This design comes from an exercise in tuning for small area, a short achievable clock period and few clock cycles per item on the open sky130 flow, not from production work. Where RTL was checked, it was by simulation tests only, not by an equivalence proof against the original. No functional check of the RTL was part of runs 2 and 3. Power figures rest on the tool's default switching activity, not on a simulated workload.

==> flow/design.v <==
module mult8(clk, nRST, c_ALL, m_busy, a_data, b_data, mult_out, m_finish);
input clk;
input nRST;
input c_ALL;
input m_busy;
input [7:0] a_data;
input [7:0] b_data;
output m_finish;
reg m_finish;
output [15:0] mult_out;
wire bo_0;
wire bt_0;
wire bn_0;
wire pp_0_0;
wire pp_0_1;
wire pp_0_2;
wire pp_0_3;
wire pp_0_4;
wire pp_0_5;
wire pp_0_6;
wire pp_0_7;
wire pe_0;
wire bo_1;
wire bt_1;
wire bn_1;
wire pp_1_0;
wire pp_1_1;
wire pp_1_2;
wire pp_1_3;
wire pp_1_4;
wire pp_1_5;
wire pp_1_6;
wire pp_1_7;
wire pe_1;
wire bo_2;
wire bt_2;
wire bn_2;
wire pp_2_0;
wire pp_2_1;
wire pp_2_2;
wire pp_2_3;
wire pp_2_4;
wire pp_2_5;
wire pp_2_6;
wire pp_2_7;
wire pe_2;
wire bo_3;
wire bt_3;
wire bn_3;
wire pp_3_0;
wire pp_3_1;
wire pp_3_2;
wire pp_3_3;
wire pp_3_4;
wire pp_3_5;
wire pp_3_6;
wire pp_3_7;
wire pe_3;
wire s1;
wire c2;
wire s3;
wire c4;
wire s5;
wire c6;
wire s7;
wire c8;
wire s9;
wire c10;
wire s11;
wire c12;
wire s13;
wire c14;
wire s15;
wire c16;
wire s17;
wire c18;
wire s19;
wire c20;
wire s21;
wire c22;
wire s23;
wire c24;
wire s25;
wire c26;
wire s27;
wire c28;
wire s29;
wire c30;
wire s31;
wire c32;
wire s33;
wire c34;
wire s35;
wire c36;
wire s37;
wire c38;
wire s39;
wire c40;
wire s41;
wire c42;
wire s43;
wire c44;
wire s45;
wire c46;
wire s47;
wire c48;
wire [15:0] row_a, row_b;
assign bo_0 = b_data[0] ^ 1'b0;
assign bt_0 = (b_data[1] & ~b_data[0] & ~1'b0) | (~b_data[1] & b_data[0] & 1'b0);
assign bn_0 = b_data[1];
assign pp_0_0 = ((bo_0 & a_data[0]) | (bt_0 & 1'b0)) ^ bn_0;
assign pp_0_1 = ((bo_0 & a_data[1]) | (bt_0 & a_data[0])) ^ bn_0;
assign pp_0_2 = ((bo_0 & a_data[2]) | (bt_0 & a_data[1])) ^ bn_0;
assign pp_0_3 = ((bo_0 & a_data[3]) | (bt_0 & a_data[2])) ^ bn_0;
assign pp_0_4 = ((bo_0 & a_data[4]) | (bt_0 & a_data[3])) ^ bn_0;
assign pp_0_5 = ((bo_0 & a_data[5]) | (bt_0 & a_data[4])) ^ bn_0;
assign pp_0_6 = ((bo_0 & a_data[6]) | (bt_0 & a_data[5])) ^ bn_0;
assign pp_0_7 = ((bo_0 & a_data[7]) | (bt_0 & a_data[6])) ^ bn_0;
assign pe_0 = ~(((bo_0 | bt_0) & a_data[7]) ^ bn_0);
assign bo_1 = b_data[2] ^ b_data[1];
assign bt_1 = (b_data[3] & ~b_data[2] & ~b_data[1]) | (~b_data[3] & b_data[2] & b_data[1]);
assign bn_1 = b_data[3];
assign pp_1_0 = ((bo_1 & a_data[0]) | (bt_1 & 1'b0)) ^ bn_1;
assign pp_1_1 = ((bo_1 & a_data[1]) | (bt_1 & a_data[0])) ^ bn_1;
assign pp_1_2 = ((bo_1 & a_data[2]) | (bt_1 & a_data[1])) ^ bn_1;
assign pp_1_3 = ((bo_1 & a_data[3]) | (bt_1 & a_data[2])) ^ bn_1;
assign pp_1_4 = ((bo_1 & a_data[4]) | (bt_1 & a_data[3])) ^ bn_1;
assign pp_1_5 = ((bo_1 & a_data[5]) | (bt_1 & a_data[4])) ^ bn_1;
assign pp_1_6 = ((bo_1 & a_data[6]) | (bt_1 & a_data[5])) ^ bn_1;
assign pp_1_7 = ((bo_1 & a_data[7]) | (bt_1 & a_data[6])) ^ bn_1;
assign pe_1 = ~(((bo_1 | bt_1) & a_data[7]) ^ bn_1);
assign bo_2 = b_data[4] ^ b_data[3];
assign bt_2 = (b_data[5] & ~b_data[4] & ~b_data[3]) | (~b_data[5] & b_data[4] & b_data[3]);
assign bn_2 = b_data[5];
assign pp_2_0 = ((bo_2 & a_data[0]) | (bt_2 & 1'b0)) ^ bn_2;
assign pp_2_1 = ((bo_2 & a_data[1]) | (bt_2 & a_data[0])) ^ bn_2;
assign pp_2_2 = ((bo_2 & a_data[2]) | (bt_2 & a_data[1])) ^ bn_2;
assign pp_2_3 = ((bo_2 & a_data[3]) | (bt_2 & a_data[2])) ^ bn_2;
assign pp_2_4 = ((bo_2 & a_data[4]) | (bt_2 & a_data[3])) ^ bn_2;
assign pp_2_5 = ((bo_2 & a_data[5]) | (bt_2 & a_data[4])) ^ bn_2;
assign pp_2_6 = ((bo_2 & a_data[6]) | (bt_2 & a_data[5])) ^ bn_2;
assign pp_2_7 = ((bo_2 & a_data[7]) | (bt_2 & a_data[6])) ^ bn_2;
assign pe_2 = ~(((bo_2 | bt_2) & a_data[7]) ^ bn_2);
assign bo_3 = b_data[6] ^ b_data[5];
assign bt_3 = (b_data[7] & ~b_data[6] & ~b_data[5]) | (~b_data[7] & b_data[6] & b_data[5]);
assign bn_3 = b_data[7];
assign pp_3_0 = ((bo_3 & a_data[0]) | (bt_3 & 1'b0)) ^ bn_3;
assign pp_3_1 = ((bo_3 & a_data[1]) | (bt_3 & a_data[0])) ^ bn_3;
assign pp_3_2 = ((bo_3 & a_data[2]) | (bt_3 & a_data[1])) ^ bn_3;
assign pp_3_3 = ((bo_3 & a_data[3]) | (bt_3 & a_data[2])) ^ bn_3;
assign pp_3_4 = ((bo_3 & a_data[4]) | (bt_3 & a_data[3])) ^ bn_3;
assign pp_3_5 = ((bo_3 & a_data[5]) | (bt_3 & a_data[4])) ^ bn_3;
assign pp_3_6 = ((bo_3 & a_data[6]) | (bt_3 & a_data[5])) ^ bn_3;
assign pp_3_7 = ((bo_3 & a_data[7]) | (bt_3 & a_data[6])) ^ bn_3;
assign pe_3 = ~(((bo_3 | bt_3) & a_data[7]) ^ bn_3);
assign s1 = pp_0_2 ^ pp_1_0 ^ bn_1;
assign c2 = (pp_0_2 & pp_1_0) | (bn_1 & (pp_0_2 ^ pp_1_0));
assign s3 = pp_0_3 ^ pp_1_1 ^ c2;
assign c4 = (pp_0_3 & pp_1_1) | (c2 & (pp_0_3 ^ pp_1_1));
assign s5 = pp_0_4 ^ pp_1_2 ^ pp_2_0;
assign c6 = (pp_0_4 & pp_1_2) | (pp_2_0 & (pp_0_4 ^ pp_1_2));
assign s7 = bn_2 ^ s5 ^ c4;
assign c8 = (bn_2 & s5) | (c4 & (bn_2 ^ s5));
assign s9 = pp_0_5 ^ pp_1_3 ^ pp_2_1;
assign c10 = (pp_0_5 & pp_1_3) | (pp_2_1 & (pp_0_5 ^ pp_1_3));
assign s11 = c6 ^ s9 ^ c8;
assign c12 = (c6 & s9) | (c8 & (c6 ^ s9));
assign s13 = pp_0_6 ^ pp_1_4 ^ pp_2_2;
assign c14 = (pp_0_6 & pp_1_4) | (pp_2_2 & (pp_0_6 ^ pp_1_4));
assign s15 = pp_3_0 ^ bn_3 ^ c10;
assign c16 = (pp_3_0 & bn_3) | (c10 & (pp_3_0 ^ bn_3));
assign s17 = s13 ^ s15 ^ c12;
assign c18 = (s13 & s15) | (c12 & (s13 ^ s15));
assign s19 = pp_0_7 ^ pp_1_5 ^ pp_2_3;
assign c20 = (pp_0_7 & pp_1_5) | (pp_2_3 & (pp_0_7 ^ pp_1_5));
assign s21 = pp_3_1 ^ c14 ^ s19;
assign c22 = (pp_3_1 & c14) | (s19 & (pp_3_1 ^ c14));
assign s23 = c16 ^ s21 ^ c18;
assign c24 = (c16 & s21) | (c18 & (c16 ^ s21));
assign s25 = 1'b1 ^ pe_0 ^ pp_1_6;
assign c26 = (1'b1 & pe_0) | (pp_1_6 & (1'b1 ^ pe_0));
assign s27 = pp_2_4 ^ pp_3_2 ^ c20;
assign c28 = (pp_2_4 & pp_3_2) | (c20 & (pp_2_4 ^ pp_3_2));
assign s29 = s25 ^ c22 ^ s27;
assign c30 = (s25 & c22) | (s27 & (s25 ^ c22));
assign s31 = 1'b1 ^ pp_1_7 ^ pp_2_5;
assign c32 = (1'b1 & pp_1_7) | (pp_2_5 & (1'b1 ^ pp_1_7));
assign s33 = pp_3_3 ^ c26 ^ s31;
assign c34 = (pp_3_3 & c26) | (s31 & (pp_3_3 ^ c26));
assign s35 = c28 ^ s33 ^ c30;
assign c36 = (c28 & s33) | (c30 & (c28 ^ s33));
assign s37 = pe_1 ^ pp_2_6 ^ pp_3_4;
assign c38 = (pe_1 & pp_2_6) | (pp_3_4 & (pe_1 ^ pp_2_6));
assign s39 = c32 ^ s37 ^ c34;
assign c40 = (c32 & s37) | (c34 & (c32 ^ s37));
assign s41 = 1'b1 ^ pp_2_7 ^ pp_3_5;
assign c42 = (1'b1 & pp_2_7) | (pp_3_5 & (1'b1 ^ pp_2_7));
assign s43 = c38 ^ s41 ^ c40;
assign c44 = (c38 & s41) | (c40 & (c38 ^ s41));
assign s45 = pe_2 ^ pp_3_6 ^ c42;
assign c46 = (pe_2 & pp_3_6) | (c42 & (pe_2 ^ pp_3_6));
assign s47 = 1'b1 ^ pp_3_7 ^ c46;
assign c48 = (1'b1 & pp_3_7) | (c46 & (1'b1 ^ pp_3_7));
assign row_a = {1'b1, pe_3, s47, c44, s43, c36, s35, c24, s23, s17, s11, s7, s3, s1, pp_0_1, pp_0_0};
assign row_b = {1'b0, c48, 1'b0, s45, 1'b0, s39, 1'b0, s29, 1'b0, 1'b0, 1'b0, 1'b0, 1'b0, 1'b0, 1'b0, bn_0};
wire [6:0] lo_sum;
assign lo_sum[6:0] = row_a[5:0] + row_b[5:0];
reg [5:0] lo_q;
reg lo_c;
reg [8:0] hi_a;
reg [3:0] hi_b;
always @(posedge clk or negedge nRST)
begin
    if(nRST == 1'b0)
        m_finish <= 1'b0;
    else if(c_ALL == 1'b1)
        m_finish <= 1'b0;
    else if(m_busy == 1'b0)
        m_finish <= 1'b1;
end
always @(posedge clk)
begin
    if(m_busy == 1'b0)
    begin
        lo_q <= lo_sum[5:0];
        lo_c <= lo_sum[6];
        hi_a <= {row_a[14], row_a[13], row_a[12], row_a[11], row_a[10], row_a[9], row_a[8], row_a[7], row_a[6]};
        hi_b <= {row_b[14], row_b[12], row_b[10], row_b[8]};
    end
end
assign mult_out[5:0] = lo_q;
assign mult_out[15:6] = {1'b1, hi_a[8], hi_a[7], hi_a[6], hi_a[5], hi_a[4], hi_a[3], hi_a[2], hi_a[1], hi_a[0]} + {1'b0, hi_b[3], 1'b0, hi_b[2], 1'b0, hi_b[1], 1'b0, hi_b[0], 1'b0, 1'b0} + lo_c;
endmodule
==> flow/flow/run.sh <==
#!/bin/bash
# Own layout flow: the standard flow (standard.sh, all steps, its logs in
# orfs/logs/), with two changes on make's command line:
# - the synthesis script is flow/synth.tcl: it sources the standard script
#   synth_recipe.tcl unchanged, but skips full-adder extraction
#   (ADDER_MAP_FILE empty) and maps with the ABC scripts in flow/;
# - every port still gets a buffer, but the smallest one (buf_1).
# make's own output goes to own_flow.log.
set -euo pipefail
work=$(pwd)
export MY_WORK_DIR=$work
export MY_FLOW_DIR=$work/flow
sed -e "s#SYNTH_SCRIPT=[^ ]*#SYNTH_SCRIPT=$work/flow/synth.tcl ADDER_MAP_FILE= BUFFER_PORTS_ARGS=\"-buffer_cell sky130_fd_sc_hd__buf_1\"#" standard.sh > own_standard.sh
bash own_standard.sh > own_flow.log 2>&1
==> flow/flow/map.abc <==
strash
dch
map -D 1700
topo
stime -c
buffer -c
upsize -c -D 1700
dnsize -c -D 1700
stime -c
==> flow/flow/map_out.abc <==
strash
dch
map -D 1200
topo
stime -c
buffer -c
upsize -c -D 1200
dnsize -c -D 1200
stime -c
==> flow/flow/synth.tcl <==
# Standard synthesis (synth_recipe.tcl, sourced unchanged) with two changes made
# from outside it: no full-adder extraction (ADDER_MAP_FILE is left empty on
# make's command line) and ABC technology mapping with delay-driven scripts:
# flow/map_out.abc for the logic between the registers and the outputs, then
# flow/map.abc for the rest.
proc abc {args} {
  set out {}
  set skip 0
  foreach a $args {
    if {$skip} { set skip 0; continue }
    if {$a eq "-script" || $a eq "-D"} { set skip 1; continue }
    lappend out $a
  }
  set dir $::env(MY_FLOW_DIR)
  if {[file exists $dir/map_out.abc]} {
    yosys select -set outcone o:* %ci*:-sky130_fd_sc_hd__edfxtp_1:-sky130_fd_sc_hd__dfrtp_1:-sky130_fd_sc_hd__dfxtp_1 t:\$_* %i
    puts "abc override: output cone with $dir/map_out.abc"
    yosys abc -script $dir/map_out.abc {*}$out @outcone
  }
  puts "abc override: rest with $dir/map.abc"
  yosys abc -script $dir/map.abc {*}$out
}
source $::env(MY_WORK_DIR)/synth_recipe.tcl
==> flow/standard.sh <==
#!/bin/bash
# synth_recipe.tcl (not shown) runs the flow's synth.tcl, then flattens the netlist and writes it again
# the make line also repeats each setting of config.mk as NAME=value (left out here)
make -C /OpenROAD-flow-scripts/flow DESIGN_CONFIG=/design/flow/config.mk WORK_HOME=/design/flow/orfs CLKGATE_MAP_FILE= SYNTH_SCRIPT=/design/flow/synth_recipe.tcl "${@:-finish}"
==> flow/config.mk <==
export PLATFORM = sky130hd
export DESIGN_NAME = mult8
export DESIGN_NICKNAME = mult8
export VERILOG_FILES = /design/flow/design.v
export SDC_FILE = /design/flow/constraint.sdc
export NUM_CORES = 4
export LEC_CHECK = 0
export CAP_MARGIN = 20
export CORE_MARGIN = 2
export CORE_UTILIZATION = 40
export CTS_BUF_LIST = sky130_fd_sc_hd__clkbuf_4
export GPL_TIMING_DRIVEN = 0
export PLACE_DENSITY = 0.6
export SLEW_MARGIN = 20
==> flow/constraint.sdc <==
create_clock -name core_clock -period 5.0 [get_ports {clk}]
set_input_delay 1.0000 -clock core_clock [delete_from_list [all_inputs] [get_ports {clk}]]
set_output_delay 1.0000 -clock core_clock [all_outputs]
set_load 0.01 [all_outputs]
==> results.txt, run 1 <==
* WL/cell at 10.5 um
* Commonest non-fill, non-tap cell in the layout: nand2_1
* Grt total ovfl at 0
* Initial antenna violation count at 0
* Setup Crit Path Kind: in2reg
* Sw Share at 43.7%
* Part of the power in registers at 30.8%
* Cell Area, Placed at 0.00261 mm2
* Register area at 626 um2
* Synth top area cells: edfxtp_1, xor2_1, nand2_1
* Die area at 0.00659 mm2
* Most frequent cells in the layout: nand2_1, xor2_1, nor2_1, buf_1, o22ai_1
* First-pass GRT wire length at 7850 um
* Worst slew pin tran at 0.775 ns
* Largest family of logic cells by synthesized area: simple AND/OR/NAND/NOR gates
* Fillers at 612
* Vias in the first global route at 1809
* Syn nets at 327
* Num CTS Buffers at 3
* Hold_buf cts at 0
* Async SR Flop Fraction at 4.76%
* Post-route cell area at 0.00263 mm2
* Post-Syn Area at 0.00238 mm2
* Post-Route Skew at 0 ns
* Req. time, crit path at 5.08 ns
* Worst-path maximum fanout at 7
* Layout Nets at 366
* Total GRT Usage at 14.9%
* Core ar. at 0.00585 mm2
* Simple-Gate Fraction of Synth Area at 28.7%
* Footprint of the multi-input gates at 0.00161 mm2
* Pleak at 1.18 nW
* Worst setup SP type: input pin
* Skew-Pair Late Insertion Delay at 0.30 ns
* Top_reg_cell synth: edfxtp_1
* Peak VDD IR at 0.133 mV
* Post-route DRC at 0
* Syn-to-layout area delta at 10.4%
* Number of distinct library cells after synthesis at 42
* Final-report setup violation count at 0
* Detailed router's first-iteration violation count at 86
* Register area share after synthesis at 26.2%
* Post-cts resize count at 0
* Internal power at 546 uW
* Num rows at 28
* Clock transition at path regs at 0.12 ns
* Combinational power share at 60.7%
* Clock Power Share at 8.5%
* CP Capture Type: flop
* Max Clock Freq at 0.340 GHz
* Number of synthesized register bits at 21
* Vias per inst at 4.88
* Post-CTS setup repair buffer count at 0
* Routability cong. at 0.840
* Total Wirelength at 4390 um
* Run status: timing/DRC/antenna clean
* Max-slew headroom at 48.3%
* Number of flops mapped to enable cells by yosys at 20
* Max-Cap Viols at 0
* Ports at 37
* Sw power at 424 uW
* Port Buf Inserts at 34
* CTS sink count at 21
* Post-Route Setup TNS at 0 ns
* Share of the synthesized area in the top cell type at 25.2%
* Arr. time, crit path at 3.02 ns
* Endpoints failing hold at 0
* H-Tree Depth at 1
* Syn_area_per_cell at 7.76 um2
* Worst-case clock buffer depth at 2
* TritonRoute pass-1 iters at 4
* Adder-Cell Fraction of Synth Area at 0%
* DIE WIDTH at 81.2 um
* PwrDens at 368 mW/mm2
* Share of cells above drive strength 1 at 12.5%
* Hpwl dp at 3650 um
* CTS tree: done
* Post-synthesis mux area share at 0%
* Post-route ant nets at 0
* Largest net degree at the start of global routing at 22
* Vias at 2048
* Dominant cell type by area after synthesis: edfxtp_1
* Unrepaired setup endpoints after global routing: no
* Final critical-path share of the clock period at 58.9%
* Post-layout min period at 2.95 ns
* Die H at 81.2 um
* Xor and xnor area share after synthesis at 23.3%
* YS warnings at 1
* Fin. max-slew vios at 0
* Root buffer cell: clkbuf_4
* Mapped Cells at 307
* Initial core utilization at 40.7%
* HP Class: in2async
* Post-synthesis compound-gate area fraction at 15.6%
* Antenna Cells at 0
## per-stage QoR
step / hold slack, ns / total power, mW / worst slack [ns] / util, % / std cells
floorplan: 0.535 / 0.783 / 1.95 / - / 307
global placement: 0.481 / 0.891 / 1.75 / 44.5 / 416
detailed placement: 0.494 / 0.901 / 1.70 / 44.5 / 416
CTS: 0.417 / 0.986 / 2.04 / 45.0 / 420
global route: 0.415 / 1.08 / 1.81 / 45.0 / 420
finish: 0.433 / 0.970 / 2.05 / 45.0 / 420
## critical path, stage by stage
cell      delay [ns]
buf_1           0.09
bufinv_8        0.20
o21ai_4         0.25
o22ai_2         0.10
xor2_1          0.24
or2_4           0.19
nand3b_4        0.08
nand2_2         0.07
xor2_1          0.16
and2_1          0.23
nor2_4          0.05
a21oi_2         0.16
o21bai_1        0.13
nand2_1         0.06
## cell usage after synthesis (2+ instances only)
| master | count |
|---|---|
| xnor2_2 | 3 |
| o22ai_2 | 2 |
| xor2_1 | 44 |
| o22ai_1 | 25 |
| inv_2 | 3 |
| edfxtp_1 | 20 |
| o21bai_1 | 3 |
| o21ai_2 | 2 |
| a211oi_1 | 2 |
| nand3_2 | 3 |
| nand2_2 | 5 |
| nand2_1 | 60 |
| o21ai_1 | 3 |
| nand3_1 | 16 |
| a21o_1 | 4 |
| and2_1 | 2 |
| xnor2_1 | 12 |
| or2_4 | 3 |
| inv_1 | 21 |
| or2_2 | 5 |
| nor2_1 | 35 |
| or2_1 | 4 |
| a21oi_1 | 8 |
| o21ai_0 | 3 |
| buf_6 | 2 |
## routing by layer
layer,up-vias,share of wire [%],routed length (um),global-route usage (%)
met5,-,0,0,0
met4,0,1.1,48,4.58
met3,4,4.6,200,1.00
met2,55,44,1920,23.7
met1,884,51,2230,21.7
li1,1105,-,-,-
## path summary, 6_finish.rpt
| check | startpoint | slack, ns | endpoint | depth (start not counted) |
|---|---|---|---|---|
| setup / recovery | b_data[3] | 2.05 | hi_a[1] | 14 |
| hold reg to reg | m_finish | 0.52 | m_finish | 2 |
| setup reg to reg | m_finish | 4.36 | m_finish | 2 |
| min in group core_clock | m_finish | 0.52 | m_finish | 2 |
| max in group asynchronous | nRST | 4.47 | m_finish | 1 |
| hold / removal | nRST | 0.43 | m_finish | 1 |
## flip-flops by register name, summed over array words and instances, names as in the netlist
signal    cells
hi_a          9
lo_q          6
hi_b          4
lo_c          1
m_finish      1
## logic make-up (layout without fill, tap and decap cells)
| kind of cell | Yosys count | count (layout) |
|---|---|---|
| buffers and inverters | 30 | 68 |
| XOR/XNOR | 60 | 60 |
| flip-flops | 21 | 21 |
| AND/OR/NAND/NOR | 141 | 141 |
| AO/OA/AOI/OAI | 55 | 55 |
## power by group through the flow
stage	registers [mW]	clock network, mW	logic [mW]
final	0.298	0.0824	0.589
after floorplan	0.305	0	0.477
after CTS	0.299	0.0882	0.599
after global routing	0.307	0.0924	0.682
after detailed placement	0.304	0	0.598
after global placement	0.303	0	0.589
## area by class of cell
class / count / share of cell area, %
multi-input combinational: 256 / 61.2
sequential: 21 / 23.8
timing repair buffer: 34 / 4.85
inverter: 26 / 4.23
tap: 75 / 3.56
buffer: 4 / 1.33
clock buffer: 3 / 0.856
clock inverter: 1 / 0.190
Testbench counts, summed over its fixed seeds: cycles 3,200, items 3,200.
==> run 2, diff against run 1 <==
--- a/flow/design.v
+++ b/flow/design.v
@@ -205,7 +205,7 @@
 assign row_b = {1'b0, c48, 1'b0, s45, 1'b0, s39, 1'b0, s29, 1'b0, 1'b0, 1'b0, 1'b0, 1'b0, 1'b0, 1'b0, bn_0};
-wire [6:0] lo_sum;
-assign lo_sum[6:0] = row_a[5:0] + row_b[5:0];
-reg [5:0] lo_q;
+wire [4:0] lo_sum;
+assign lo_sum[4:0] = row_a[3:0] + row_b[3:0];
+reg [3:0] lo_q;
 reg lo_c;
-reg [8:0] hi_a;
+reg [10:0] hi_a;
 reg [3:0] hi_b;
@@ -224,5 +224,5 @@
     begin
-        lo_q <= lo_sum[5:0];
-        lo_c <= lo_sum[6];
-        hi_a <= {row_a[14], row_a[13], row_a[12], row_a[11], row_a[10], row_a[9], row_a[8], row_a[7], row_a[6]};
+        lo_q <= lo_sum[3:0];
+        lo_c <= lo_sum[4];
+        hi_a <= {row_a[14], row_a[13], row_a[12], row_a[11], row_a[10], row_a[9], row_a[8], row_a[7], row_a[6], row_a[5], row_a[4]};
         hi_b <= {row_b[14], row_b[12], row_b[10], row_b[8]};
@@ -230,4 +230,4 @@
 end
-assign mult_out[5:0] = lo_q;
-assign mult_out[15:6] = {1'b1, hi_a[8], hi_a[7], hi_a[6], hi_a[5], hi_a[4], hi_a[3], hi_a[2], hi_a[1], hi_a[0]} + {1'b0, hi_b[3], 1'b0, hi_b[2], 1'b0, hi_b[1], 1'b0, hi_b[0], 1'b0, 1'b0} + lo_c;
+assign mult_out[3:0] = lo_q;
+assign mult_out[15:4] = {1'b1, hi_a[10], hi_a[9], hi_a[8], hi_a[7], hi_a[6], hi_a[5], hi_a[4], hi_a[3], hi_a[2], hi_a[1], hi_a[0]} + {1'b0, hi_b[3], 1'b0, hi_b[2], 1'b0, hi_b[1], 1'b0, hi_b[0], 1'b0, 1'b0, 1'b0, 1'b0} + lo_c;
 endmodule
==> run 2 against run 1 <==
Synthesized cell count rose by 4.6%; sequential share of layout area fell by 1.1 points; global-route usage fell by 0.33 points; first-iteration DRC count rose by 36%; area after synthesis rose by 5.1%; register-to-register slack barely moved; clock skew did not move; clock power rose by 2%; sequential cell count did not move; cell area rose by 4.7%.
==> results.txt, run 2 <==
* Worst-case clock buffer depth at 2 (unchanged)
* Run status: timing/DRC/antenna clean
* Post-Route Setup TNS at 0 ns (unchanged)
* Max Clock Freq at 0.321 GHz (-5.5%)
* Layout Nets at 380 (+3.8%)
* Setup ws final at 1.88 ns (-0.172 ns)
* Largest regs: hi_a (11), hi_b (4), lo_q (4)
* Synth top area cells: edfxtp_1, xor2_1, nand2_1
* Syn-to-layout area delta at 10.0%
* Commonest non-fill, non-tap cell in the layout: nand2_1
* Req. time, crit path at 4.00 ns (-1.08 ns)
* Initial core utilization at 41.8% (+1.1 points)
* Final-report setup violation count at 0 (unchanged)
* Antenna Cells at 0 (unchanged)
* Hpwl dp at 4060 um (+11%)
* Register area share after synthesis at 25.0% (-1.3 points)
* CP dominant cell by count: nor2_1
* Worst-path maximum fanout at 4 (-3)
* Post-layout min period at 3.12 ns (+0.172 ns)
* Share of cells above drive strength 1 at 16.4% (+4.0 points)
* Fin. max-slew vios at 0 (unchanged)
* Post-CTS setup repair buffer count at 0 (unchanged)
* CTS sink count at 21 (unchanged)
* Post-Route Skew at 0 ns (unchanged)
* TritonRoute pass-1 iters at 4 (unchanged)
* Skew-Pair Late Insertion Delay at 0.30 ns (about the same)
* Peak VDD IR at 0.187 mV (+41%)
* Post-route DRC at 0 (unchanged)
* Largest register FFs at 11 (+2)
* Num rows at 28 (unchanged)
* PwrDens at 378 mW/mm2 (+2.7%)
* Endpoints failing hold at 0 (unchanged)
* YS warnings at 1 (unchanged)
* Post-route ant nets at 0 (unchanged)
* Cell Area, Placed at 0.00273 mm2 (+4.7%)
* Share of the synthesized area in the top cell type at 24.0% (-1.2 points)
* Critical-path top delay cell: edfxtp_1
* Top_reg_cell synth: edfxtp_1
* Number of synthesized register bits at 21 (unchanged)
* Post-cts resize count at 0 (unchanged)
* Max-slew headroom at 50.1% (+1.8 points)
* Crit path largest cell delay at 0.39 ns (+0.14 ns)
* Ports at 37 (unchanged)
* CTS tree: done
* Num CTS Buffers at 3 (unchanged)
* Post-Syn Area at 0.00250 mm2 (+5.1%)
* Critical-path cell list: and2_2 > nand2_1 > nor2_1 > a21oi_1 > inv_1 > a21oi_2 > nor2_1 > a311oi_1 > buf_1
* Number of flops mapped to enable cells by yosys at 20 (unchanged)
* Hold_buf cts at 0 (unchanged)
* Register with the highest flop count: hi_a
* Max-Cap Viols at 0 (unchanged)
* Pre-CTS WS at 1.67 ns (-0.0337 ns)
* Grt total ovfl at 0 (unchanged)
* Vias in the first global route at 1960 (+8.3%)
* Clock transition at path regs at 0.11 ns (about the same)
* Mapped Cells at 321 (+4.6%)
* Total GRT Usage at 14.6% (-0.33 points)
* Number of distinct library cells after synthesis at 47 (+12%)
* Arr. time, crit path at 2.12 ns (-0.90 ns)
* List of most frequent post-synthesis cells: nand2_1, xor2_1, nor2_1, inv_1, o22ai_1
* Post-route cell area at 0.00276 mm2 (+4.7%)
* Die area at 0.00691 mm2 (+4.8%)
* Core ar. at 0.00599 mm2 (+2.4%)
* Dominant cell type by area after synthesis: edfxtp_1
* Syn nets at 341 (+4.3%)
* Final std cells w/o fill at 434 (+3.3%)
* Placed cells at 430 (+3.4%)
* Unrepaired setup endpoints after global routing: no
* Hold_ws at 0.442 ns (+0.00866 ns)
* Worst r2r path cells at 2 (unchanged)
* Detailed router's first-iteration violation count at 117 (+36%)
* Vias at 2127 (+3.9%)
* Most frequent cells in the layout: nand2_1, xor2_1, nor2_1, buf_1, inv_1
* Die H at 83.1 um (+2.4%)
* Async SR Flop Fraction at 4.76% (unchanged)
* Largest net degree at the start of global routing at 22 (unchanged)
* Initial antenna violation count at 0 (unchanged)
* Pleak at 1.22 nW (+3.8%)
* Syn_area_per_cell at 7.80 um2 (+0.51%)
* First-pass GRT wire length at 8580 um (+9.3%)
* Root buffer cell: clkbuf_4
* Worst setup SP type: flop
* Final critical-path share of the clock period at 62.3% (+3.4 points)
* Port Buf Inserts at 34 (unchanged)
* H-Tree Depth at 1 (unchanged)
* Total Wirelength at 4940 um (+12%)
* Most instantiated library cell after synthesis: nand2_1
* Setup Crit Path Kind: reg2out
* WL/cell at 11.4 um (+8.8%)
* Worst slew pin tran at 0.747 ns (-0.0276 ns)
* DIE WIDTH at 83.1 um (+2.4%)
* Routability cong. at 0.815 (-3.0%)
* Vias per inst at 4.90 (+0.51%)
* CP Capture Type: output pin
* HP Class: in2async
==> run 2: cell count changes after synthesis, sizes merged, moves of 2 or more <==
cell,before,now
a21oi,9,12
inv,24,33
nand2,67,64
nand3,19,14
nand3b,2,4
nor2,36,42
nor3,1,3
o21bai,3,1
xor2,45,43
==> run 2: per-stage QoR <==
step / total power [mW] / util (%)
after global placement: 0.954 / 45.5
after CTS: 1.06 / 46.0
final: 1.04 / 46.0
after detailed placement: 0.971 / 45.5
after floorplan: 0.838 / -
after global routing: 1.15 / 46.0
==> run 2: metal layers <==
metal / up-vias / share of wire (%) / track usage [%]
met2: 43 / 46 / 23.6
met3: 5 / 3.0 / 1.19
li1: 1148 / - / -
met1: 931 / 49 / 20.1
met5: - / 0 / 0
met4: 0 / 1.4 / 6.11
==> run 2: worst paths after layout <==
check / startpoint / end / slack, ns
max: hi_a[0] / mult_out[15] / 1.88
min: nRST / m_finish / 0.44
max reg2reg: m_finish / m_finish / 4.36
min reg2reg: m_finish / m_finish / 0.52
max in group asynchronous: nRST / m_finish / 4.46
min in group core_clock: m_finish / m_finish / 0.52
==> run 2: final cells by class <==
class,instances,area [um2]
Fill cell,617,3230
Multi-Input combinational cell,262,1720
Sequential cell,21,626
Timing Repair Buffer,34,128
Inverter,34,128
Tap cell,75,93.8
Buffer,4,31.3
Clock buffer,4,30.0
==> run 2: critical path, delay by kind of cell, from the launching register on <==
family                 cells  cell delay (ns)
and+or+nand+nor            4             0.46
buffers and inverters      2             0.31
AOI/OAI and AO/OA          3             0.66
DFF                        1             0.39
==> run 2: kinds of logic (layout without fill, tap and decap cells) <==
family                     count (synthesis)  count (layout)  synth area share (%)
xor gates and xnor gates                  59              59                  23.2
adders and majority gates                  1               1                 0.400
buffers and inverters                     38              76                  6.34
AOI/OAI and AO/OA                         56              56                  17.0
and+or+nand+nor                          146             146                  28.1
DFF                                       21              21                  25.0
==> run 2: report_power, final <==
group	total, mW	internal [mW]	switching [mW]
combinational	0.659	0.262	0.396
clock	0.0841	0.0365	0.0476
sequential	0.300	0.273	0.0268
total	1.04	0.572	0.471
==> run 3, diff against run 2 <==
--- a/flow/design.v
+++ b/flow/design.v
@@ -100,9 +100,3 @@
 wire c42;
-wire s43;
-wire c44;
-wire s45;
-wire c46;
-wire s47;
-wire c48;
-wire [15:0] row_a, row_b;
+wire [15:0] row_a, row_b, row_c;
 assign bo_0 = b_data[0] ^ 1'b0;
@@ -177,36 +171,32 @@
 assign c22 = (pp_3_1 & c14) | (s19 & (pp_3_1 ^ c14));
-assign s23 = c16 ^ s21 ^ c18;
-assign c24 = (c16 & s21) | (c18 & (c16 ^ s21));
-assign s25 = 1'b1 ^ pe_0 ^ pp_1_6;
-assign c26 = (1'b1 & pe_0) | (pp_1_6 & (1'b1 ^ pe_0));
-assign s27 = pp_2_4 ^ pp_3_2 ^ c20;
-assign c28 = (pp_2_4 & pp_3_2) | (c20 & (pp_2_4 ^ pp_3_2));
-assign s29 = s25 ^ c22 ^ s27;
-assign c30 = (s25 & c22) | (s27 & (s25 ^ c22));
-assign s31 = 1'b1 ^ pp_1_7 ^ pp_2_5;
-assign c32 = (1'b1 & pp_1_7) | (pp_2_5 & (1'b1 ^ pp_1_7));
-assign s33 = pp_3_3 ^ c26 ^ s31;
-assign c34 = (pp_3_3 & c26) | (s31 & (pp_3_3 ^ c26));
-assign s35 = c28 ^ s33 ^ c30;
-assign c36 = (c28 & s33) | (c30 & (c28 ^ s33));
-assign s37 = pe_1 ^ pp_2_6 ^ pp_3_4;
-assign c38 = (pe_1 & pp_2_6) | (pp_3_4 & (pe_1 ^ pp_2_6));
-assign s39 = c32 ^ s37 ^ c34;
-assign c40 = (c32 & s37) | (c34 & (c32 ^ s37));
-assign s41 = 1'b1 ^ pp_2_7 ^ pp_3_5;
-assign c42 = (1'b1 & pp_2_7) | (pp_3_5 & (1'b1 ^ pp_2_7));
-assign s43 = c38 ^ s41 ^ c40;
-assign c44 = (c38 & s41) | (c40 & (c38 ^ s41));
-assign s45 = pe_2 ^ pp_3_6 ^ c42;
-assign c46 = (pe_2 & pp_3_6) | (c42 & (pe_2 ^ pp_3_6));
-assign s47 = 1'b1 ^ pp_3_7 ^ c46;
-assign c48 = (1'b1 & pp_3_7) | (c46 & (1'b1 ^ pp_3_7));
-assign row_a = {1'b1, pe_3, s47, c44, s43, c36, s35, c24, s23, s17, s11, s7, s3, s1, pp_0_1, pp_0_0};
-assign row_b = {1'b0, c48, 1'b0, s45, 1'b0, s39, 1'b0, s29, 1'b0, 1'b0, 1'b0, 1'b0, 1'b0, 1'b0, 1'b0, bn_0};
-wire [4:0] lo_sum;
-assign lo_sum[4:0] = row_a[3:0] + row_b[3:0];
-reg [3:0] lo_q;
+assign s23 = 1'b1 ^ pe_0 ^ pp_1_6;
+assign c24 = (1'b1 & pe_0) | (pp_1_6 & (1'b1 ^ pe_0));
+assign s25 = pp_2_4 ^ pp_3_2 ^ c20;
+assign c26 = (pp_2_4 & pp_3_2) | (c20 & (pp_2_4 ^ pp_3_2));
+assign s27 = 1'b1 ^ pp_1_7 ^ pp_2_5;
+assign c28 = (1'b1 & pp_1_7) | (pp_2_5 & (1'b1 ^ pp_1_7));
+assign s29 = pp_3_3 ^ c24 ^ s27;
+assign c30 = (pp_3_3 & c24) | (s27 & (pp_3_3 ^ c24));
+assign s31 = pe_1 ^ pp_2_6 ^ pp_3_4;
+assign c32 = (pe_1 & pp_2_6) | (pp_3_4 & (pe_1 ^ pp_2_6));
+assign s33 = c28 ^ s31 ^ c30;
+assign c34 = (c28 & s31) | (c30 & (c28 ^ s31));
+assign s35 = 1'b1 ^ pp_2_7 ^ pp_3_5;
+assign c36 = (1'b1 & pp_2_7) | (pp_3_5 & (1'b1 ^ pp_2_7));
+assign s37 = c32 ^ s35 ^ c34;
+assign c38 = (c32 & s35) | (c34 & (c32 ^ s35));
+assign s39 = pe_2 ^ pp_3_6 ^ c36;
+assign c40 = (pe_2 & pp_3_6) | (c36 & (pe_2 ^ pp_3_6));
+assign s41 = 1'b1 ^ pp_3_7 ^ c40;
+assign c42 = (1'b1 & pp_3_7) | (c40 & (1'b1 ^ pp_3_7));
+assign row_a = {1'b1, pe_3, s41, c38, s37, s33, c26, s23, c16, s17, s11, s7, s3, s1, pp_0_1, pp_0_0};
+assign row_b = {1'b0, c42, 1'b0, s39, 1'b0, 1'b0, s29, c22, c18, 1'b0, 1'b0, 1'b0, 1'b0, 1'b0, 1'b0, bn_0};
+assign row_c = {1'b0, 1'b0, 1'b0, 1'b0, 1'b0, 1'b0, 1'b0, s25, s21, 1'b0, 1'b0, 1'b0, 1'b0, 1'b0, 1'b0, 1'b0};
+wire [6:0] lo_sum;
+assign lo_sum[6:0] = row_a[5:0] + row_b[5:0];
+reg [5:0] lo_q;
 reg lo_c;
-reg [10:0] hi_a;
-reg [3:0] hi_b;
+reg [8:0] hi_a;
+reg [4:0] hi_b;
+reg [1:0] hi_c;
 always @(posedge clk or negedge nRST)
@@ -224,10 +214,11 @@
     begin
-        lo_q <= lo_sum[3:0];
-        lo_c <= lo_sum[4];
-        hi_a <= {row_a[14], row_a[13], row_a[12], row_a[11], row_a[10], row_a[9], row_a[8], row_a[7], row_a[6], row_a[5], row_a[4]};
-        hi_b <= {row_b[14], row_b[12], row_b[10], row_b[8]};
+        lo_q <= lo_sum[5:0];
+        lo_c <= lo_sum[6];
+        hi_a <= {row_a[14], row_a[13], row_a[12], row_a[11], row_a[10], row_a[9], row_a[8], row_a[7], row_a[6]};
+        hi_b <= {row_b[14], row_b[12], row_b[9], row_b[8], row_b[7]};
+        hi_c <= {row_c[8], row_c[7]};
     end
 end
-assign mult_out[3:0] = lo_q;
-assign mult_out[15:4] = {1'b1, hi_a[10], hi_a[9], hi_a[8], hi_a[7], hi_a[6], hi_a[5], hi_a[4], hi_a[3], hi_a[2], hi_a[1], hi_a[0]} + {1'b0, hi_b[3], 1'b0, hi_b[2], 1'b0, hi_b[1], 1'b0, hi_b[0], 1'b0, 1'b0, 1'b0, 1'b0} + lo_c;
+assign mult_out[5:0] = lo_q;
+assign mult_out[15:6] = {1'b1, hi_a[8], hi_a[7], hi_a[6], hi_a[5], hi_a[4], hi_a[3], hi_a[2], hi_a[1], hi_a[0]} + {1'b0, hi_b[4], 1'b0, hi_b[3], 1'b0, 1'b0, hi_b[2], hi_b[1], hi_b[0], 1'b0} + {1'b0, 1'b0, 1'b0, 1'b0, 1'b0, 1'b0, 1'b0, hi_c[1], hi_c[0], 1'b0} + lo_c;
 endmodule
==> run 3 against run 2 <==
Critical endpoint is now mult_out[13]; wire length decreased by 5.4%; critical path depth increased by 1; utilization down 0.97 points; still clean on timing, DRC and antenna; die area rose by 3.4%; cell area rose by 3.2%; clock power is 3.2% lower; sequential share of layout area rose by 2.5 points; sequential power up 5%; hold slack got worse by 0.015 ns; combinational power up 3.0%; clock skew is the same; sequential cell count up 3.
==> results.txt, run 3 <==
* Part of the power in registers at 29.3% (+0.5 points)
* Pleak at 1.22 nW (-0.17%)
* Final-report setup violation count at 0 (unchanged)
* Top_reg_cell synth: edfxtp_1
* Crit path largest cell delay at 0.42 ns (+0.03 ns)
* Fin. max-slew vios at 0 (unchanged)
* Top delay family on crit path: compound AO/OA/AOI/OAI gates
* Num CTS Buffers at 3 (unchanged)
* Share of the synthesized area in the top cell type at 26.6% (+2.7 points)
* Arr. time, crit path at 2.21 ns (+0.09 ns)
* Share of cells above drive strength 1 at 17.6% (+1.2 points)
* Final core occ at 45.0% (-0.97 points)
* Combinational power share at 63.1% (about the same)
* Routability cong. at 0.798 (-2.2%)
* Skew-Pair Late Insertion Delay at 0.30 ns (about the same)
* Worst-path maximum fanout at 5 (+1)
* Core ar. at 0.00631 mm2 (+5.4%)
* HP Class: in2async
* First-pass GRT wire length at 8210 um (-4.3%)
* Worst slew pin tran at 0.835 ns (+0.0880 ns)
* Post-route cell area at 0.00284 mm2 (+3.2%)
* Overall Power at 1.08 mW (+3.2%)
* DIE WIDTH at 84.5 um (+1.7%)
* Post-route DRC at 0 (unchanged)
* Req. time, crit path at 4.00 ns (about the same)
* Number of distinct library cells after synthesis at 46 (-2.1%)
* Most frequent cells in the layout: nand2_1, xor2_1, buf_1, nor2_1, o22ai_1
* Vias in the first global route at 2004 (+2.2%)
* Async SR Flop Fraction at 4.17% (-0.60 points)
* Synth top area cells: edfxtp_1, xor2_1, nand2_1
* Ports at 37 (unchanged)
* Final critical-path share of the clock period at 64.2% (+1.9 points)
* Post-layout min period at 3.21 ns (+0.0941 ns)
* YS warnings at 1 (unchanged)
* Hold_ws at 0.427 ns (-0.0148 ns)
* Pre-CTS WS at 1.72 ns (+0.0541 ns)
* Clock Power Share at 7.6% (-0.5 points)
* Grt total ovfl at 0 (unchanged)
* TritonRoute pass-1 iters at 5 (+1)
* Critical-path cell list: and2_4 > nor2_4 > nand2_2 > nand2_2 > xor2_2 > o31ai_4 > a221oi_4 > o22ai_1 > o31a_1 > buf_1
* Initial core utilization at 41.1% (-0.73 points)
* Unrepaired setup endpoints after global routing: no
* Fillers at 646 (+4.7%)
* Setup Crit Path Kind: reg2out
* Sw power at 479 uW (+1.9%)
* Worst-case clock buffer depth at 2 (unchanged)
* Dominant cell type by area after synthesis: edfxtp_1
* PwrDens at 378 mW/mm2 (about the same)
* Post-route ant nets at 0 (unchanged)
* Register area share after synthesis at 27.6% (+2.6 points)
* Max-Cap Viols at 0 (unchanged)
* Post-Syn Area at 0.00259 mm2 (+3.5%)
* Adder-Cell Fraction of Synth Area at 1.21% (+0.81 points)
* Most instantiated library cell after synthesis: nand2_1
* Hpwl dp at 3930 um (-3.3%)
* Worst setup SP type: flop
* CP Buf/Inv Count at 1 (-1)
* Post-cts resize count at 0 (unchanged)
* Clock transition at path regs at 0.12 ns (about the same)
* CP Capture Type: output pin
* Largest regs: hi_a (9), lo_q (6), hi_b (5)
* Port Buf Inserts at 34 (unchanged)
* Die H at 84.5 um (+1.7%)
* Run status: timing/DRC/antenna clean
* Total GRT Usage at 13.6% (-1.1 points)
* Simple-Gate Fraction of Synth Area at 26.2% (-1.8 points)
* Vias at 2104 (-1.1%)
* Vias per inst at 4.90 (about the same)
* Post-Route Skew at 0 ns (unchanged)
* CTS tree: done
* Antenna Cells at 0 (unchanged)
* Post-CTS setup repair buffer count at 0 (unchanged)
* Post-synthesis compound-gate area fraction at 17.5% (+0.48 points)
* Commonest non-fill, non-tap cell in the layout: nand2_1
* Max Clock Freq at 0.311 GHz (-2.9%)
* Num rows at 29 (+3.6%)
* Detailed router's first-iteration violation count at 64 (-45%)
* Initial antenna violation count at 0 (unchanged)
* Post-Route Setup TNS at 0 ns (unchanged)
* Placed cells at 425 (-1.2%)
* Critical-path top delay cell: edfxtp_1
* CTS sink count at 24 (+14%)
* Die area at 0.00714 mm2 (+3.4%)
* Mapped Cells at 314 (-2.2%)
* Max-slew headroom at 44.3% (-5.9 points)
* Largest net degree at the start of global routing at 25 (+14%)
* Layout Nets at 373 (-1.8%)
* Endpoints failing hold at 0 (unchanged)
* Post-synthesis mux area share at 0% (unchanged)
* CP dominant cell by count: nand2_2
* Final std cells w/o fill at 429 (-1.2%)
* Largest register FFs at 9 (-2)
* Hold_buf cts at 0 (unchanged)
* Cell Area, Placed at 0.00282 mm2 (+3.4%)
* Sw Share at 44.6% (-0.58 points)
* Total Wirelength at 4670 um (-5.4%)
* H-Tree Depth at 1 (unchanged)
* List of most frequent post-synthesis cells: nand2_1, xor2_1, nor2_1, o22ai_1, inv_1
* Register with the highest flop count: hi_a
* Setup ws final at 1.79 ns (-0.0941 ns)
* Peak VDD IR at 0.296 mV (+58%)
* Number of flops mapped to enable cells by yosys at 23 (+15%)
* Syn_area_per_cell at 8.26 um2 (+5.9%)
* Root buffer cell: clkbuf_4
* Number of synthesized register bits at 24 (+14%)
* WL/cell at 10.9 um (-4.3%)
* Xor and xnor area share after synthesis at 21.3% (-1.9 points)
* Internal power at 597 uW (+4.3%)
* Syn-to-layout area delta at 9.65%
* Syn nets at 334 (-2.1%)
* Largest family of logic cells by synthesized area: simple AND/OR/NAND/NOR gates
-- run 3: cell count changes in the layout (fill, tap and decap cells not counted), sizes merged, moves of 3 or more --
cell	previous run	this run
xnor2	16	13
edfxtp	20	23
nor2	42	34
and2	3	6
-- run 3: area by class of cell --
cell class	count	area (um2)	area share, %
clock inverters	1	3.75	0.132
repair buffers	34	128	4.49
clock buffers	3	22.5	0.792
inverters	32	120	4.22
multi-input cells	254	1720	60.4
plain buffers	4	38.8	1.36
flip-flops and latches	24	716	25.2
well taps	77	96.3	3.39
-- run 3: cell families after synthesis --
kind of cell	after synthesis
simple gates	131
compound gates	62
xor+xnor	58
buf+inv	36
flops	24
fa+ha+maj	3
-- run 3: worst register-to-register path: stages (launching register included) --
cell     delay, ns
dfrtp_1       0.40
nor2_1        0.12
nor2_1        0.05
-- run 3: final timing paths --
kind	start	end	slack, ns	cells past startpoint
hold / removal	nRST	m_finish	0.43	1
min in group core_clock	m_finish	m_finish	0.52	2
max in group asynchronous	nRST	m_finish	4.48	1
setup / recovery	hi_a[2]	mult_out[13]	1.79	10
setup reg to reg	m_finish	m_finish	4.34	2
hold reg to reg	m_finish	m_finish	0.52	2
-- run 3: power by group through the flow --
stage	combinational [mW]	sequential (mW)	clock (mW)
2_1_floorplan	0.553	0.322	0
3_3_place_gp	0.672	0.319	0
3_5_place_dp	0.686	0.321	0
4_1_cts	0.688	0.316	0.0852
5_1_grt	0.757	0.322	0.0931
6_report	0.679	0.315	0.0814
-- run 3: layer usage --
layer | global-route usage (%) | vias up | part of all wire, %
met5 | 0 | - | 0
met4 | 3.46 | 0 | 0.77
met3 | 0.885 | 2 | 2.9
met2 | 25.2 | 34 | 49
met1 | 17.0 | 932 | 47
li1 | - | 1136 | -

## afterwards: timing with drivers on the ports
No port has a modelled driver above. Below, the same layouts with a new extraction and two added sets of constraints.
Step 1 (the two cells are an assumption about what drives the block):
set clk [get_ports {clk}]
set_driving_cell -lib_cell sky130_fd_sc_hd__clkbuf_16 $clk
set_driving_cell -lib_cell sky130_fd_sc_hd__buf_2 [delete_from_list [all_inputs] $clk]
Step 2 adds t to the input delays and takes it off the output delays; t is the mean of the earliest and latest rising clock arrival at the registers after step 1. Input paths then give back, and output paths get back, about the clock's delay inside the block.
a / b / c = ideal / step 1 / step 2; a / b = the first two.
run	shift t [ns]	setup slack, ns	slew at the worst register clock pin (ns)
run 1	0.330	2.055 / 2.060 / 1.731	0.12 / 0.12
run 2	0.320	1.883 / 1.860 / 1.685	0.11 / 0.11
run 3	0.325	1.789 / 1.765 / 1.739	0.12 / 0.12
After both steps setup and hold are still met in every run listed. For run 1, which loses most, drivers alone change the setup slack by +0.005 ns; drivers and shift together by -0.324 ns.
